This design comes from an exercise in tuning for small area and a short achievable clock period on the open sky130 flow, not from production work. In this exercise RTL edits were held to simulation tests only and were not proved equivalent to the original.

==> flow/design.v (outline; a module is shown in full before it is edited, if it fits) <==
// module full_adder: 6 lines
// module half_adder: 6 lines
// module times3: 15 lines
// module fir_pp_gen: 178 lines
// module sel3: 3 lines
// module sel2: 3 lines
// module fir_filter_16_tap: 2331 lines
module fir_filter_16_tap (
    input clk,
    input rst,
    input [15:0] x_in,
    input [15:0] h0, h1, h2, h3, h4, h5, h6, h7,
    input [15:0] h8, h9, h10, h11, h12, h13, h14, h15,
    output reg [31:0] y_out
);
  // ...
==> flow/run.sh <==
#!/bin/bash
# synth_recipe.tcl (not shown) runs the flow's synth.tcl, then flattens the netlist and writes it again
# the make line also repeats each setting of config.mk as NAME=value (left out here)
make -C /OpenROAD-flow-scripts/flow DESIGN_CONFIG=/design/flow/config.mk WORK_HOME=/design/flow/orfs CLKGATE_MAP_FILE= SYNTH_SCRIPT=/design/flow/synth_recipe.tcl finish
==> flow/config.mk <==
export PLATFORM = sky130hd
export DESIGN_NAME = fir_filter_16_tap
export DESIGN_NICKNAME = fir_filter_16_tap
export VERILOG_FILES = /design/flow/design.v
export SDC_FILE = /design/flow/constraint.sdc
export NUM_CORES = 8
export LEC_CHECK = 0
export CAP_MARGIN = 20
export CORE_MARGIN = 2
export CORE_UTILIZATION = 30
export SLEW_MARGIN = 20
export SYNTH_HIERARCHICAL = 1
==> flow/constraint.sdc <==
create_clock -name core_clock -period 25.0 [get_ports {clk}]
set_input_delay 5.0000 -clock core_clock [delete_from_list [all_inputs] [get_ports {clk}]]
set_output_delay 5.0000 -clock core_clock [all_outputs]
set_load 0.01 [all_outputs]
==> impl_metrics.json, run 1 <==
{
  "seq_area_mm2": 0.00721,
  "drtAntennaViolNets": 0,
  "wl_met1_um": 202000,
  "reg2reg_depth": 34,
  "postCtsHoldBufs": 0,
  "finalCritPeriodShare_pct": 60.8,
  "dominant_cells": "multi-input combinational cells",
  "regMostFlops": "y_out",
  "grt_pass1_wl_um": 777000,
  "wl_met3_um": 92000,
  "taps": 3724,
  "min_from": "tap4[7]$_DFF_PP0_",
  "fin_nets": 9605,
  "first_global_vias": 81800,
  "grt.total_usage_pct": 40.3,
  "fin_cells": 10600,
  "final-clk-cell-share_pct": 1.68,
  "critical_path.top_delay_family": "adder cells",
  "gr-usage-met1_pct": 49.2,
  "dieArea_mm2": 0.285,
  "slew_headroom_pct": 9.49,
  "critPathBufInv": 1,
  "drv_cap": 0,
  "firstDrtPassIters": 19,
  "status": "finished clean",
  "die-height_um": 534,
  "hold_viol": 0
}
==> run 2: changes to the inputs <==
==> flow/flow/run.sh (new file) <==
#!/bin/bash
set -euo pipefail
MARGIN=${SETUP_MARGIN_NS:-11.5}
bash standard.sh \
  "BUFFER_PORTS_ARGS=-buffer_cell sky130_fd_sc_hd__buf_2" \
  "SETUP_SLACK_MARGIN=$MARGIN" \
  finish > flow_make.log 2>&1
==> flow/standard.sh (new file) <==
#!/bin/bash
# synth_recipe.tcl (not shown) runs the flow's synth.tcl, then flattens the netlist and writes it again
# the make line also repeats each setting of config.mk as NAME=value (left out here)
make -C /OpenROAD-flow-scripts/flow DESIGN_CONFIG=/design/flow/config.mk WORK_HOME=/design/flow/orfs CLKGATE_MAP_FILE= SYNTH_SCRIPT=/design/flow/synth_recipe.tcl "${@:-finish}"
removed: flow/run.sh
==> impl_metrics.json, run 2 <==
{
  "io-pin-count": 306,
  "cp_max_fo": 15,
  "seq_area_mm2": 0.00724,
  "finalCritPeriodShare_pct": 54.7,
  "criticalPathCategory": "primary input to register",
  "grt_max_degree": 107,
  "antenna_found_initial": 29,
  "fin_nets": 9787,
  "hpwl_um": 461000,
  "clock_skew_ps": 52.8,
  "syn_inst": 5955,
  "largest_register_ffs": 32,
  "layout_common_cells": "fa_1, a222oi_1, buf_4",
  "syn_area_mm2": 0.0841,
  "syn-mean-instance-area_um2": 14.1,
  "grt.total_usage_pct": 40.1,
  "htree_levels": 2,
  "rrSetupSlack_ps": 11410,
  "required_ps": 25670,
  "setup_tns_ps": 0,
  "finalMaxSlewViolations": 0,
  "routed_wirelength_um": 585000,
  "portBuffers": 305,
  "multi_input_area_mm2": 0.0773,
  "cts_sinks": 288,
  "drcViolationCount": 0,
  "crit_path_end_kind": "register",
  "rows": 194,
  "status": "finished clean",
  "whs_ps": 522,
  "drv_cap": 0,
  "syn_to_final_growth_pct": 17.9,
  "vias": 82300,
  "layout_commonest_cell": "fa_1",
  "via_per_inst": 7.65,
  "grt_pass1_wl_um": 775000,
  "drtAntennaViolNets": 0,
  "hp-class": "register to register",
  "worstMarginPinSlew_ps": 1330,
  "hold_viol": 0,
  "clk_latency_ps": 780,
  "drive_above_1_share_pct": 25.6,
  "core_area_mm2": 0.279,
  "cts_made_buffers": 50,
  "firstDrtPassIters": 22,
  "cts_buffer_depth": 3,
  "critical_path_arrival_ps": 14340,
  "max_freq_ghz": 0.0732,
  "critPathLaunchType": "primary input",
  "gp_congestion": 1.09,
  "cts_tree": "done",
  "wl_per_cell_um": 54.4,
  "die-width_um": 534,
  "fin_crit_ps": 13670,
  "start_util_pct": 30.1,
  "grt_setup_unrepaired": "yes",
  "setup_viol": 0,
  "clkTransAtPathRegs_ps": 60,
  "fillers": 27200,
  "drtIter0Drc": 28200,
  "die-height_um": 534,
  "grt_overflow": 0,
  "clockRootBuffer": "clkbuf_16",
  "regMostFlops": "y_out",
  "dieArea_mm2": 0.285,
  "synth-warning-count": 7,
  "slew_headroom_pct": 10.9,
  "first_global_vias": 83000
}
-- run 2: per-layer routing --
layer  routed length [um]  GRT usage [%]  vias to the layer above
li1                     -              -                    27800
met1               198000           48.7                    43200
met2               238000           57.3                     9163
met3                96800           19.0                     2156
met4                51800           24.8                       24
met5                  325          0.533                        -
-- run 2: worst max-delay path: stages --
cell	delay (ps)
buf_2	110
nor2b_2	1040
a222oi_1	350
fa_1	570
fa_1	550
fa_1	640
fa_1	530
fa_1	450
fa_1	510
fa_1	470
fa_1	390
fa_1	410
fa_2	600
fa_2	460
fa_2	560
ha_4	210
ha_4	290
nand4_1	170
buf_4	200
a21o_1	160
nand2_2	110
o2111ai_4	160
a31oi_2	210
xnor2_1	140
-- run 2: worst paths after layout --
check | end | from | cells past startpoint
hold reg to reg | tap14[0]$_DFF_PP0_ | tap13[0]$_DFF_PP0_ | 1
hold / removal | tap14[0]$_DFF_PP0_ | tap13[0]$_DFF_PP0_ | 1
min in group asynchronous | tap14[15]$_DFF_PP0_ | rst | 2
max in group asynchronous | tap1[1]$_DFF_PP0_ | rst | 3
setup reg to reg | y_out[30]$_DFF_PP0_ | tap8[1]$_DFF_PP0_ | 36
setup / recovery | y_out[31]$_DFF_PP0_ | h9[4] | 24
-- run 2: layout make-up --
cell class | instances | share of cell area [%]
inverters | 288 | 1.10
multi-input cells | 5361 | 77.9
repair buffers | 988 | 7.12
clock inverters | 29 | 0.426
diodes | 10 | 0.0252
flip-flops and latches | 288 | 7.30
clock buffers | 64 | 1.43
well taps | 3724 | 4.70
-- run 2: repair_timing --
| item | in CTS | in global routing |
|---|---|---|
| gates resized for setup | 425 | 181 |
| hold buffers | 0 | 0 |
| buffers inserted | 99 | 57 |
| endpoints found under the setup margin | 13 | 12 |
| pin swaps | 275 | 284 |
-- run 2: metrics by stage --
| step | instances | area (um^2) | util, % | worst slack, ps |
|---|---|---|---|---|
| after floorplan | 5969 | 84200 | - | 11750 |
| after global placement | 10500 | 94000 | 33.7 | 9690 |
| after detailed placement | 10500 | 94100 | 33.7 | 9970 |
| after CTS | 10700 | 98000 | 35.1 | 11350 |
| after global routing | 10700 | 99200 | 35.5 | 11310 |
| final | 10800 | 99200 | 35.5 | 11330 |

==> separate check: timing with driven ports <==
In the flow no input, the clock included, has a driving cell. The finished layouts below were timed again as built, in two steps. Step 1 sets driving cells, clkbuf_16 on the clock port and buf_2 on the other inputs (assumed; they add their load-dependent delay and slew). Step 2 moves the port delays by t, midway between the first and last clock arrival at a register: inputs arrive t later, outputs are due t later. That takes back most of the time a late clock gives input paths. a / b / c = ideal / step 1 / step 2; a / b = the first two.
| run | t (ns) | setup WS [ns] | hold WS [ns] |
|---|---|---|---|
| run 1 | 0.855 | 9.810 / 9.810 / 9.605 | 0.622 / 0.622 / 0.622 |
| run 2 | 0.845 | 11.334 / 11.410 / 10.564 | 0.522 / 0.522 / 0.522 |
After both steps every run listed still meets setup and hold. For run 2, which loses most, drivers alone change the setup slack by +0.076 ns; drivers and shift together by -0.770 ns.
